This design comes from an exercise in tuning for small area, a short achievable clock period and few clock cycles per item on the open sky130 flow, not from production work. Function was checked by simulation only, so behaviour that the tests miss may differ from the original.

**design/flow/design.v**
```verilog
module rsmul (
    r_r, 
    r_i, 
    s_r, 
    mul_r, 
    mul_i
);
    input signed [5:0] r_r, r_i;
    input [1:0] s_r;
    output signed [8:0] mul_r, mul_i;
    wire signed [2:0] s;
    assign s = {1'b0, s_r};
    assign mul_r = s * r_r;
    assign mul_i = s * r_i;
endmodule
module ml_demodulator(
    i_clk,
    i_reset,
    i_trig,
    i_y_hat,
    i_r,
    i_rd_rdy,
    o_rd_vld,
    o_llr,
    o_hard_bit
);
input i_clk;
input i_reset;
input i_trig;
input [159:0] i_y_hat;
input [319:0] i_r;
input i_rd_rdy;
output o_rd_vld;
output [7:0] o_llr;
output o_hard_bit;
localparam IDLE = 0;
localparam R44_S = 4'd1;
localparam R33_S = 4'd2;
localparam R34_S = 4'd3;
localparam R22_S = 4'd4;
localparam BUF = 3'd1;
localparam CAL_AB = 3'd2;
localparam OUT = 3'd3;
localparam CAL_CD = 3'd4;
localparam CAL_EF = 3'd5;
localparam CAL_GH = 3'd6;
localparam COMPARE = 3'd7;
integer i, j, k, m, n, p, q;
wire       gclk1, gclk2, gclk3; 
wire [1:0] SQRT   = 2'b1_1;  
wire [39:0] r34, r23, r24, r12, r13, r14;
wire [19:0] r44, r33, r22, r11;
wire [39:0] y4, y3, y2, y1;
reg [9:0] r34_r_r, r24_r_r, r14_r_r, r23_r_r, r13_r_r, r12_r_r, r34_i_r, r24_i_r, r14_i_r, r23_i_r, r13_i_r, r12_i_r;
wire [9:0] r34_r_w, r24_r_w, r14_r_w, r23_r_w, r13_r_w, r12_r_w, r34_i_w, r24_i_w, r14_i_w, r23_i_w, r13_i_w, r12_i_w;
reg [9:0] r44_r_r, r33_r_r, r22_r_r, r11_r_r;
wire [9:0] r44_r_w, r33_r_w, r22_r_w, r11_r_w;
reg [7:0] y1_r_r, y2_r_r, y3_r_r, y4_r_r, y1_i_r, y2_i_r, y3_i_r, y4_i_r;
reg [7:0] y1_r_w, y2_r_w, y3_r_w, y4_r_w, y1_i_w, y2_i_w, y3_i_w, y4_i_w;
wire [8:0] rsmul_o_r, rsmul_o_i;
reg [5:0] rsmul_i_r_r, rsmul_i_r_i;
reg [1:0] rsmul_i_s_r;
reg [3:0] rs_state_r, rs_state_w;
reg [1:0] rs_count_r, rs_count_w;
reg [2:0] state_r, state_w;
reg [1:0] count_r, count_w;
reg [12:0] L_tmp_r[0:3];
reg [12:0] L_tmp_w[0:3];
reg [1:0] j2_path_r[0:3];
reg [1:0] j2_path_w[0:3];
reg [1:0] j1_path_r[0:3];
reg [1:0] j1_path_w[0:3];
reg [9:0] y_tmp_r, y_tmp_i;
reg [9:0] rs1r, rs1i, rs2r, rs2i, rs3r, rs3i, rs4r, rs4i;
reg [9:0] rs_other_r, rs_other_i;
reg signed [11:0] a, b;
reg signed [11:0] c, d;
reg signed [11:0] e[0:3];
reg signed [11:0] f[0:3];
reg signed [11:0] g[0:3];
reg signed [11:0] h[0:3];
reg [11:0] cal_tmp_r, cal_tmp_i;
reg [12:0] L_tmp1;
reg [12:0] L_tmp2;
reg [12:0] L_tmp3[0:3];
reg [12:0] L_tmp4[0:3];
reg [1:0] j3_r, j3_w, j4_r, j4_w, j2_r, j2_w, j1_r, j1_w;
reg [12:0] L_min1_r[0:3];
reg [12:0] L_min1_w[0:3];
reg [12:0] min_r;
reg [12:0] min_w;
reg [12:0] min_tmp[0:6];
reg [1:0] trace_r[0:3];
reg [1:0] trace_w[0:3];
reg [1:0] trace_tmp[0:2];
reg [143:0] output_buf_r, output_buf_w;
reg [7:0] buf_count_r, buf_count_w;
reg [7:0] buf_out_r, buf_out_w;
reg       gclk_detect_w, gclk_detect_r;
assign {r44, r34, r24, r14, r33, r23, r13, r22, r12, r11} = i_r;
assign {y4, y3, y2, y1} = i_y_hat;
assign r34_i_w = (i_trig) ? r34[39:30] : r34_i_r;
assign r34_r_w = (i_trig) ? r34[19:10] : r34_r_r;
assign r24_i_w = (i_trig) ? r24[39:30] : r24_i_r;
assign r24_r_w = (i_trig) ? r24[19:10] : r24_r_r;
assign r14_i_w = (i_trig) ? r14[39:30] : r14_i_r;
assign r14_r_w = (i_trig) ? r14[19:10] : r14_r_r;
assign r23_i_w = (i_trig) ? r23[39:32] : r23_i_r;
assign r23_r_w = (i_trig) ? r23[19:10] : r23_r_r;
assign r13_i_w = (i_trig) ? r13[39:30] : r13_i_r;
assign r13_r_w = (i_trig) ? r13[19:10] : r13_r_r;
assign r12_i_w = (i_trig) ? r12[39:30] : r12_i_r;
assign r12_r_w = (i_trig) ? r12[19:10] : r12_r_r;
assign r44_r_w = (i_trig) ? r44[19:10] : r44_r_r;
assign r33_r_w = (i_trig) ? r33[19:10] : r33_r_r;
assign r22_r_w = (i_trig) ? r22[19:10] : r22_r_r;
assign r11_r_w = (i_trig) ? r11[19:10] : r11_r_r;
assign o_llr = {o_hard_bit, 6'b0, 1'b1};
assign o_hard_bit = output_buf_r[buf_out_r];
assign o_rd_vld = i_rd_rdy & (buf_count_r != buf_out_r);
rsmul rsmul0(.r_r(rsmul_i_r_r), .r_i(rsmul_i_r_i), 
            .s_r(rsmul_i_s_r),  
            .mul_r(rsmul_o_r), .mul_i(rsmul_o_i));
always @(*) begin
    rs_state_w = rs_state_r;
    rs_count_w = rs_count_r;
    y4_i_w = y4_i_r;
    y4_r_w = y4_r_r;
    y3_i_w = y3_i_r;
    y3_r_w = y3_r_r;
    y2_i_w = y2_i_r;
    y2_r_w = y2_r_r;
    y1_i_w = y1_i_r;
    y1_r_w = y1_r_r;
    gclk_detect_w = 0;
    case (rs_state_r)
        IDLE: begin
            rsmul_i_r_i = 0;
            rsmul_i_r_r = 0;
            rsmul_i_s_r = 0;
            if (i_trig) begin
                rs_state_w = R44_S;
                y4_i_w = y4[38:33];
                y4_r_w = y4[18:13];
                y3_i_w = y3[38:33];
                y3_r_w = y3[18:13];
                y2_i_w = y2[38:33];
                y2_r_w = y2[18:13];
                y1_i_w = y1[38:33];
                y1_r_w = y1[18:13];
                gclk_detect_w = 1;
            end
            else rs_state_w = IDLE;
        end
        R44_S: begin
            gclk_detect_w = 1;
            rsmul_i_r_r = y4_r_r;
            rsmul_i_r_i = y4_i_r;
            rsmul_i_s_r = SQRT;
            y4_r_w = rsmul_o_r[7:0];
            y4_i_w = rsmul_o_i[7:0];
            rs_state_w = R33_S;
        end
        R33_S: begin
            gclk_detect_w = 1;
            rsmul_i_r_r = y3_r_r;
            rsmul_i_r_i = y3_i_r;
            rsmul_i_s_r = SQRT;
            y3_r_w = rsmul_o_r[7:0];
            y3_i_w = rsmul_o_i[7:0];
            rs_state_w = R34_S;
        end
        R34_S: begin
            gclk_detect_w = 1;
            rsmul_i_r_r = y2_r_r;
            rsmul_i_r_i = y2_i_r;
            rsmul_i_s_r = SQRT;
            y2_r_w = rsmul_o_r[7:0];
            y2_i_w = rsmul_o_i[7:0];
            rs_state_w = R22_S;
        end
        R22_S: begin
            gclk_detect_w = 1;
            rsmul_i_r_r = y1_r_r;
            rsmul_i_r_i = y1_i_r;
            rsmul_i_s_r = SQRT;
            y1_r_w = rsmul_o_r[7:0];
            y1_i_w = rsmul_o_i[7:0];
            rs_state_w = IDLE;
        end
        default: begin
            rs_state_w = rs_state_r;
            rs_count_w = rs_count_r;
            rsmul_i_r_i = 0;
            rsmul_i_r_r = 0;
            rsmul_i_s_r = 0;
        end
    endcase
end
always @(*) begin
    state_w = state_r;
    count_w = count_r;
    for (j = 0; j < 4; j = j + 1) begin
        L_tmp_w[j] = L_tmp_r[j];
        L_min1_w[j] = L_min1_r[j];
        trace_w[j] = trace_r[j];
        j2_path_w[j] = j2_path_r[j];
        j1_path_w[j] = j1_path_r[j];
    end
    j1_w = j1_r;
    j2_w = j2_r;
    j3_w = j3_r;
    j4_w = j4_r;
    min_w = min_r;
    output_buf_w = output_buf_r;
    buf_count_w = buf_count_r;
    rs4i = 0;
    y_tmp_r = 0;
    y_tmp_i = 0;
    rs_other_r = 0;
    rs_other_i = 0;
    rs4r = 0;
    case (state_r)
        IDLE: begin
            if (i_trig) begin
                state_w = BUF;
                count_w = 0;
            end
            else begin
                state_w = IDLE;
            end
        end
        BUF: begin
            if (count_r < 1) begin
                count_w = count_r + 1;
            end
            else begin
                count_w = 0;
                state_w = CAL_AB;
                j1_w = 0;
                j2_w = 0;
                j3_w = 0;
                j4_w = 0;
            end
        end
        CAL_AB: begin
            state_w = CAL_CD;
            y_tmp_r = {y4_r_r, 2'b0};
            y_tmp_i = {y4_i_r, 2'b0};
            rs4r = (r44_r_r ^ {{10{j4_r[0]}}, 1'b1});
            rs4i = (r44_r_r ^ {{10{j4_r[1]}}, 1'b1});
            rs_other_r = 0;
            rs_other_i = 0;
            a = $signed(y_tmp_r) - $signed(rs4r);
            b = $signed(y_tmp_i) - $signed(rs4i);
            if (a < 0) a = ~a;  
            if (b < 0) b = ~b;  
            L_tmp1 = a + b;
            L_tmp_w[0] = L_tmp1; 
            L_tmp_w[1] = L_tmp1; 
            L_tmp_w[2] = L_tmp1; 
            L_tmp_w[3] = L_tmp1; 
        end
        CAL_CD: begin
            state_w = CAL_EF;
            y_tmp_r = {y3_r_r, 2'b0};
            y_tmp_i = {y3_i_r, 2'b0};
            rs4r = (r34_r_r ^ {11{j4_r[0]}}) + (r34_i_r ^ {11{~j4_r[1]}});
            rs4i = (r34_r_r ^ {11{j4_r[1]}}) + (r34_i_r ^ {11{j4_r[0]}});
            cal_tmp_r = $signed(y_tmp_r) - $signed(rs4r);
            cal_tmp_i = $signed(y_tmp_i) - $signed(rs4i);
            for (m = 0; m < 4; m = m + 1) begin
                rs3r = r33_r_r ^ {11{m[0]}};
                rs3i = r33_r_r ^ {11{m[1]}};
                c = $signed(cal_tmp_r) - $signed(rs3r);
                d = $signed(cal_tmp_i) - $signed(rs3i);
                rs2r = 0;
                rs2i = 0;
                if (c < 0) c = ~c;  
                if (d < 0) d = ~d;  
                L_tmp2 = c + d;
                L_tmp_w[m] = L_tmp_r[m] + L_tmp2; 
            end
        end
        CAL_EF: begin
            j2_w = j2_r + 1;
            y_tmp_r = {y2_r_r, 2'b10};
            y_tmp_i = {y2_i_r, 2'b10};
            rs2r = r22_r_r ^ {11{j2_r[0]}};
            rs2i = r22_r_r ^ {11{j2_r[1]}};
            rs4r = (r24_r_r ^ {11{j4_r[0]}}) + (r24_i_r ^ {11{~j4_r[1]}});
            rs4i = (r24_r_r ^ {11{j4_r[1]}}) + (r24_i_r ^ {11{j4_r[0]}});
            cal_tmp_r = $signed(y_tmp_r) - $signed(rs4r) - $signed(rs2r);
            cal_tmp_i = $signed(y_tmp_i) - $signed(rs4i) - $signed(rs2i);
            for (m = 0; m < 4; m = m + 1) begin  
                rs3r = {r23_r_r ^ {{9{m[0]}}, 2'b0}} + {r23_i_r[7:0] ^ {9{~m[1]}}, 2'b00} ;
                rs3i = {r23_r_r[9:1] ^ {10{m[1]}}, 1'b0} + {r23_i_r[7:1] ^ {8{m[0]}}, 3'b0};
                e[m] = $signed(cal_tmp_r) - $signed(rs3r);
                f[m] = $signed(cal_tmp_i) - $signed(rs3i);
                if (e[m] < 0) e[m] = ~e[m];  
                if (f[m] < 0) f[m] = ~f[m];  
                L_tmp3[m] = e[m] + f[m];
                if (L_tmp3[m] <= L_min1_r[m] || j2_r == 2'b0) begin
                    L_min1_w[m] = L_tmp3[m];
                    j2_path_w[m] = j2_r;
                end
            end
            if (j2_r == 2'b11) begin
                state_w = CAL_GH;
            end
        end
        CAL_GH: begin
            if (count_r == 0 && j1_r == 0) begin
                L_tmp_w[0] = L_tmp_r[0] + L_min1_r[0];
                L_tmp_w[1] = L_tmp_r[1] + L_min1_r[1];
                L_tmp_w[2] = L_tmp_r[2] + L_min1_r[2];
                L_tmp_w[3] = L_tmp_r[3] + L_min1_r[3];
            end
            y_tmp_r = {y1_r_r, 2'b0};
            y_tmp_i = {y1_i_r, 2'b0};
            rs1r = r11_r_r ^ {11{j1_r[0]}};
            rs1i = r11_r_r ^ {11{j1_r[1]}};
            rs4r = (r14_r_r ^ {11{j4_r[0]}}) + (r14_i_r ^ {11{~j4_r[1]}});
            rs4i = (r14_r_r ^ {11{j4_r[1]}}) + (r14_i_r ^ {11{j4_r[0]}});
            cal_tmp_r = $signed(y_tmp_r) - $signed(rs4r) - $signed(rs1r);
            cal_tmp_i = $signed(y_tmp_i) - $signed(rs4i) - $signed(rs1i);
            if (count_r == 0) begin
                count_w = count_r + 1;
                for (m = 0; m < 2; m = m + 1) begin  
                    rs3r = (r13_r_r ^ {11{m[0]}}) + (r13_i_r ^ {11{~m[1]}});
                    rs3i = (r13_r_r ^ {11{m[1]}}) + (r13_i_r ^ {11{m[0]}});
                    rs2r = (r12_r_r ^ {11{j2_path_r[m][0]}}) + (r12_i_r ^ {11{~j2_path_r[m][1]}});
                    rs2i = (r12_r_r ^ {11{j2_path_r[m][1]}}) + (r12_i_r ^ {11{j2_path_r[m][0]}});
                    g[m] = $signed(cal_tmp_r) - $signed(rs2r) - $signed(rs3r);
                    h[m] = $signed(cal_tmp_i) - $signed(rs2i) - $signed(rs3i);
                    if (g[m] < 0) g[m] = ~g[m];  
                    if (h[m] < 0) h[m] = ~h[m];  
                    L_tmp4[m] = g[m] + h[m];
                    if (L_tmp4[m] <= L_min1_r[m] || j1_r == 2'b0) begin
                        L_min1_w[m] = L_tmp4[m];
                        j1_path_w[m] = j1_r;
                    end
                end
            end
            else begin
                count_w = 0;
                j1_w = j1_r + 1;
                for (m = 2; m < 4; m = m + 1) begin  
                    rs3r = (r13_r_r ^ {11{m[0]}}) + (r13_i_r ^ {11{~m[1]}});
                    rs3i = (r13_r_r ^ {11{m[1]}}) + (r13_i_r ^ {11{m[0]}});
                    rs2r = (r12_r_r ^ {11{j2_path_r[m][0]}}) + (r12_i_r ^ {11{~j2_path_r[m][1]}});
                    rs2i = (r12_r_r ^ {11{j2_path_r[m][1]}}) + (r12_i_r ^ {11{j2_path_r[m][0]}});
                    g[m] = $signed(cal_tmp_r) - $signed(rs2r) - $signed(rs3r);
                    h[m] = $signed(cal_tmp_i) - $signed(rs2i) - $signed(rs3i);
                    if (g[m] < 0) g[m] = ~g[m];  
                    if (h[m] < 0) h[m] = ~h[m];  
                    L_tmp4[m] = g[m] + h[m];
                    if (L_tmp4[m] <= L_min1_r[m] || j1_r == 2'b0) begin
                        L_min1_w[m] = L_tmp4[m];
                        j1_path_w[m] = j1_r;
                    end
                end
            end
            if (j1_r == 2'b11 && count_r[0] == 1'b1) begin
                state_w = COMPARE;
            end
        end
        COMPARE: begin
            j4_w = j4_r + 1;
            min_tmp[0] = L_tmp_r[0] + L_min1_r[0];
            min_tmp[1] = L_tmp_r[1] + L_min1_r[1];
            min_tmp[2] = L_tmp_r[2] + L_min1_r[2];
            min_tmp[3] = L_tmp_r[3] + L_min1_r[3];
            if (min_tmp[0] > min_tmp[1]) begin
                min_tmp[4] = min_tmp[1];
                trace_tmp[0] = 1;
            end
            else begin
                min_tmp[4] = min_tmp[0];
                trace_tmp[0] = 0;
            end
            if (min_tmp[2] > min_tmp[3]) begin
                min_tmp[5] = min_tmp[3];
                trace_tmp[1] = 3;
            end
            else begin
                min_tmp[5] = min_tmp[2];
                trace_tmp[1] = 2;
            end
            if (min_tmp[4] > min_tmp[5]) begin
                min_tmp[6] = min_tmp[5];
                trace_tmp[2] = trace_tmp[1];
            end
            else begin
                min_tmp[6] = min_tmp[4];
                trace_tmp[2] = trace_tmp[0];
            end
            if ((min_tmp[6] < min_r) || j4_r == 2'b0) begin
                min_w = min_tmp[6];
                trace_w[0] = j1_path_w[trace_tmp[2]];
                trace_w[1] = j2_path_r[trace_tmp[2]];
                trace_w[2] = trace_tmp[2];
                trace_w[3] = j4_r;
            end
            if (j4_r == 2'b11) begin
                state_w = OUT;
            end
            else begin
                state_w = CAL_AB;
            end
        end
        OUT: begin
            output_buf_w[buf_count_r] = trace_r[0][0];
            output_buf_w[buf_count_r + 1] = trace_r[0][1];
            output_buf_w[buf_count_r + 2] = trace_r[1][0];
            output_buf_w[buf_count_r + 3] = trace_r[1][1];
            output_buf_w[buf_count_r + 4] = trace_r[2][0];
            output_buf_w[buf_count_r + 5] = trace_r[2][1];
            output_buf_w[buf_count_r + 6] = trace_r[3][0];
            output_buf_w[buf_count_r + 7] = trace_r[3][1];
            if (buf_count_r != 8'd136) buf_count_w = buf_count_r + 8;
            else buf_count_w = 0;
            state_w = IDLE;
        end
        default: state_w = IDLE;
    endcase
end
always @(*) begin
    buf_out_w = buf_out_r;
    if (i_rd_rdy) begin
        if (o_rd_vld) begin
            if (buf_out_r == 8'd143) buf_out_w = 8'd0;
            else buf_out_w = buf_out_r + 1;
        end
    end
end
always @(posedge i_clk or posedge i_reset) begin
    if (i_reset) begin
        for (j = 0; j < 4; j = j + 1) begin
            L_tmp_r[j] <= 0;
            L_min1_r[j] <= 13'b1_1111_1111_1111;
            trace_r[j] <= 0;
            j2_path_r[j] <= 0;
            j1_path_r[j] <= 0;
        end
        r34_i_r <= 0;
        r34_r_r <= 0;
        r24_i_r <= 0;
        r24_r_r <= 0;
        r14_i_r <= 0;
        r14_r_r <= 0;
        r23_i_r <= 0;
        r23_r_r <= 0;
        r13_i_r <= 0;
        r13_r_r <= 0;
        r12_i_r <= 0;
        r12_r_r <= 0;
        r44_r_r <= 0;
        r33_r_r <= 0;
        r22_r_r <= 0;
        r11_r_r <= 0;
        y4_i_r <=  0;
        y4_r_r <=  0;
        y3_i_r <=  0;
        y3_r_r <=  0;
        y2_i_r <=  0;
        y2_r_r <=  0;
        y1_i_r <=  0;
        y1_r_r <=  0;
        rs_state_r <= IDLE;
        rs_count_r <= 0;
        state_r <= IDLE;
        count_r <= 0;
        j1_r <= 0;
        j2_r <= 0;
        j3_r <= 0;
        j4_r <= 0;
        min_r <= 0;
        output_buf_r <= 0;
        buf_count_r <= 0;
        buf_out_r <= 0;
        gclk_detect_r <= 0;
    end
    else begin
        for (j = 0; j < 4; j = j + 1) begin
            L_tmp_r[j] <= L_tmp_w[j];
            L_min1_r[j] <= L_min1_w[j];
            trace_r[j] <= trace_w[j];
            j2_path_r[j] <= j2_path_w[j];
            j1_path_r[j] <= j1_path_w[j];
        end
        r34_i_r <= r34_i_w;
        r34_r_r <= r34_r_w;
        r24_i_r <= r24_i_w;
        r24_r_r <= r24_r_w;
        r14_i_r <= r14_i_w;
        r14_r_r <= r14_r_w;
        r23_i_r <= r23_i_w;
        r23_r_r <= r23_r_w;
        r13_i_r <= r13_i_w;
        r13_r_r <= r13_r_w;
        r12_i_r <= r12_i_w;
        r12_r_r <= r12_r_w;
        r44_r_r <= r44_r_w;
        r33_r_r <= r33_r_w;
        r22_r_r <= r22_r_w;
        r11_r_r <= r11_r_w;
        y4_i_r <=  y4_i_w;
        y4_r_r <=  y4_r_w;
        y3_i_r <=  y3_i_w;
        y3_r_r <=  y3_r_w;
        y2_i_r <=  y2_i_w;
        y2_r_r <=  y2_r_w;
        y1_i_r <=  y1_i_w;
        y1_r_r <=  y1_r_w;
        rs_state_r <= rs_state_w;
        rs_count_r <= rs_count_w;
        state_r <= state_w;
        count_r <= count_w;
        j1_r <= j1_w;
        j2_r <= j2_w;
        j3_r <= j3_w;
        j4_r <= j4_w;
        min_r <= min_w;
        output_buf_r <= output_buf_w;
        buf_count_r <= buf_count_w;
        buf_out_r <= buf_out_w;
        gclk_detect_r <= gclk_detect_w;
    end
end
endmodule
```
**design/flow/run.sh**
```bash
#!/bin/bash
# synth_recipe.tcl (not shown) runs the flow's synth.tcl, then flattens the netlist and writes it again
# the make line also repeats each setting of config.mk as NAME=value (left out here)
make -C /OpenROAD-flow-scripts/flow DESIGN_CONFIG=/design/flow/config.mk WORK_HOME=/design/flow/orfs CLKGATE_MAP_FILE= SYNTH_SCRIPT=/design/flow/synth_recipe.tcl finish
```
**design/flow/config.mk**
```make
export PLATFORM = sky130hd
export DESIGN_NAME = ml_demodulator
export DESIGN_NICKNAME = ml_demodulator
export VERILOG_FILES = /design/flow/design.v
export SDC_FILE = /design/flow/constraint.sdc
export NUM_CORES = 4
export LEC_CHECK = 0
export CAP_MARGIN = 20
export CORE_MARGIN = 2
export CORE_UTILIZATION = 40
export PLACE_DENSITY = 0.6
export SLEW_MARGIN = 20
```
**design/flow/constraint.sdc**
```tcl
create_clock -name core_clock -period 11.0 [get_ports {i_clk}]
set_input_delay 2.2000 -clock core_clock [delete_from_list [all_inputs] [get_ports {i_clk}]]
set_output_delay 2.2000 -clock core_clock [all_outputs]
set_load 0.01 [all_outputs]
```
==> results.py <==
metrics = {
    "run_status": {
        "status": "finished clean",
    },
    "finish": {
        "utilization": 0.448,
        "fin_cells": 9378,
        "layout_common_cells": "ha_1, xnor2_1, inv_1, a21oi_1, nand2_1",
        "final_common_cell": "ha_1",
        "nNetsFinal": 8827,
        "multi_input_area_sq_um": 46400,
        "regArea_sq_um": 13400,
        "area_growth_pct": 11.5,
        "num_antenna_cells": 0,
        "fill_cells": 15400,
        "drive_above_1_share": 0.0805,
    },
    "worst_setup_path": {
        "cpMaxStageDelayCell": "dfrtp_4",
        "cp-start-kind": "register",
        "endpoint_kind": "register",
        "required_ps": 11580,
        "crit_top_cell": "ha_1",
        "cp.arrival_ps": 11020,
        "criticalPathCategory": "reg2reg",
        "max_stage_delay_ps": 580,
        "cp_max_fo": 29,
    },
    "clocking": {
        "root_buffer": "clkbuf_16",
        "hold_buffers": 0,
        "cts_tree": "yes",
        "clock_latency_ps": 700,
        "htree_levels": 3,
        "numCtsBuffers": 70,
        "path_clk_slew_ps": 70,
        "clock-sinks": 534,
        "clockBufferDepth": 3,
    },
    "sta": {
        "setup_violations": 0,
        "period_minus_slack_ps": 10450,
        "finalMaxSlewViolations": 0,
        "hold_viol": 0,
        "rsz0062_at_grt": "no",
        "fin_crit_sh": 0.950,
        "max_freq_mhz": 95.7,
        "tns_ps": 0,
        "slew-limit-headroom": 0.266,
        "tightestPinTransition_ps": 1100,
        "finClkSkew_ps": 54.9,
    },
    "logic_synthesis": {
        "syn_inst": 7094,
        "synth_area_sq_um": 63400,
        "synth_edf_count": 0,
        "yosysWarnings": 19,
        "yosys.cell_types.count": 93,
        "syn_area_per_cell_sq_um": 8.94,
        "ys_seq_area_frac": 0.212,
        "ys_async_sr_fraction": 1.00,
        "synth_ff_type": "dfrtp_1",
        "synth_seq_cells": 534,
    },
    "floorplan": {
        "dieWidth_um": 402,
        "fp.dieH_um": 402,
        "ios": 494,
        "core-area_sq_um": 158000,
        "rows": 146,
        "initial_utilization": 0.402,
        "die_area_sq_um": 162000,
    },
    "place": {
        "io_buffers": 212,
        "dp_hpwl_um": 164000,
        "place_congestion": 0.981,
        "placedCellCount": 9250,
    },
    "global_route": {
        "track_usage": 0.242,
        "grt.overflow.total": 0,
        "first_global_vias": 50300,
        "grt_first_pass_wirelength_um": 303000,
        "grt_antenna_before_repair": 1,
        "grt_max_degree": 153,
    },
    "detailed_routing": {
        "first_iter_violations": 3692,
        "vias_per_cell": 5.44,
        "drt_first_pass_iters": 8,
        "finalWirelength_um": 199000,
        "route.detailed.drc": 0,
        "num_vias": 51000,
        "wl_per_cell_um": 21.3,
        "ant_nets": 0,
    },
    "run": {
        "max_cap_viol_count": 0,
    },
    "worst_hold_path": {
        "hp-class": "reg2reg",
    },
}
==> metrics by stage <==
step / hold WS [ps] / setup slack, ps / instance area [sq um]
floorplan: 443 / 919 / 63500
finish: 476 / 554 / 70700
detailed placement: 465 / 327 / 68100
global route: 494 / 7.06 / 70700
global placement: 456 / 385 / 68100
CTS: 479 / 277 / 70500
==> synth_stat cells, types with 10 or more instances <==
cell type	instances	area, sq um
buf_1	46	173
nor3_1	108	541
o211ai_1	18	135
clkbuf_1	163	612
nor2b_1	73	457
a21oi_1	492	2460
buf_4	23	173
o41ai_1	28	245
o31ai_1	18	135
a211oi_1	42	315
o221ai_1	12	105
o21ai_0	439	2200
and3_1	11	68.8
nand2_1	489	1840
xnor2_1	786	6880
and2_1	13	81.3
ha_1	871	10900
nand3_1	81	405
o21a_1	57	428
a21o_1	141	1060
dfstp_2	52	1370
or3_1	18	113
o21bai_1	151	1130
dfrtp_1	482	12100
nor4_1	11	68.8
buf_2	15	75.1
mux2i_1	108	1080
a31oi_1	39	244
or2_2	20	125
nand4_1	38	238
fa_1	220	4400
a2111oi_0	12	105
mux2_2	160	1800
nor2_1	384	1440
xor2_1	430	3770
inv_1	707	2650
a22o_1	45	394
mux4_2	47	1060
or4_1	10	75.1
nand2b_1	30	188
a22oi_1	51	383
==> layout make-up <==
type | instances | share of cell area
clock inverter | 36 | 0.00699
timing repair buffer | 333 | 0.0442
multi-input combinational | 5602 | 0.657
clock buffer | 90 | 0.0278
inverter | 711 | 0.0378
tap | 2072 | 0.0367
sequential | 534 | 0.190
==> flip-flops by register name, indices dropped and copies added (netlist names), 13 cells and up, named ones only <==
register / count
output_buf_r: 144
L_min1_r: 52
L_tmp_r: 52
min_r: 13
==> worst paths after layout <==
path | cells after the start | endpoint | slack (ps) | from
setup / recovery | 44 | L_min1_r[2][0]$_DFFE_PP1P_ | 550 | j4_r[1]$_DFFE_PP0P_
hold / removal | 2 | output_buf_r[27]$_DFFE_PP0N_ | 480 | output_buf_r[27]$_DFFE_PP0N_
setup reg to reg | 44 | L_min1_r[2][0]$_DFFE_PP1P_ | 550 | j4_r[1]$_DFFE_PP0P_
hold reg to reg | 2 | output_buf_r[27]$_DFFE_PP0N_ | 480 | output_buf_r[27]$_DFFE_PP0N_
max in group asynchronous | 4 | j4_r[1]$_DFFE_PP0P_ | 7150 | i_reset
min in group asynchronous | 3 | r33_r_r[5]$_DFFE_PP0P_ | 2140 | i_reset
==> timing repair <==
| action | 4_1_cts | 5_1_grt |
|---|---|---|
| setup buffers | 0 | 1 |
| gates resized for setup | 0 | 24 |
| endpoints found under the setup margin | 0 | 57 |
| endpoints found under the hold margin | 0 | 0 |
==> worst max-delay path: cells and delay by family (launching register included) <==
kind / cells / cell delay (ps)
compound gates: 18 / 3240
fa+ha+maj: 9 / 2980
simple gates: 8 / 1850
xor+xnor: 5 / 1020
flops: 1 / 580
buf+inv: 4 / 570
==> routing by layer <==
metal | vias up | routed length (um) | global-route usage
met5 | - | 0 | 0
met4 | 0 | 7370 | 0.0822
met3 | 276 | 10500 | 0.0285
met2 | 1346 | 88500 | 0.383
met1 | 24800 | 93100 | 0.342
li1 | 24600 | - | -
==> cell families after synthesis <==
| logic type | after synthesis | synth area share |
|---|---|---|
| compound gates | 1649 | 0.162 |
| fa+ha+maj | 1091 | 0.241 |
| simple gates | 1313 | 0.0924 |
| buf+inv | 963 | 0.0593 |
| mux | 315 | 0.0621 |
| flops | 534 | 0.212 |
| other cells | 2 | 0.000118 |
| xor+xnor | 1227 | 0.171 |
Testbench counts, summed over its fixed seeds: cycles 68,168, items 960.

what the ideal ports hide:
No port has a modelled driver above. Below, the same layout with a new extraction and two added sets of constraints.
Step 1, drivers: a clkbuf_16 drives i_clk and a buf_2 each remaining input, both assumed.
Step 2 also shifts input and output timing later by t, the mid clock arrival at the registers, as if the neighbouring blocks saw the same clock.
Slacks: ideal ports / drivers / drivers and shift; pairs: ideal ports / drivers.
shift t [ns]: 0.750
setup slack, ns: 0.554 / 0.554 / 0.554
worst hold slack (ns): 0.476 / 0.476 / 0.476
worst data-port slew with drivers (ns): 0.11
pins driven straight from the clock port: 1
After both steps setup and hold are still met in this run. The setup slack of this run moves by 0.000 ns with the drivers and by 0.000 ns with both steps.
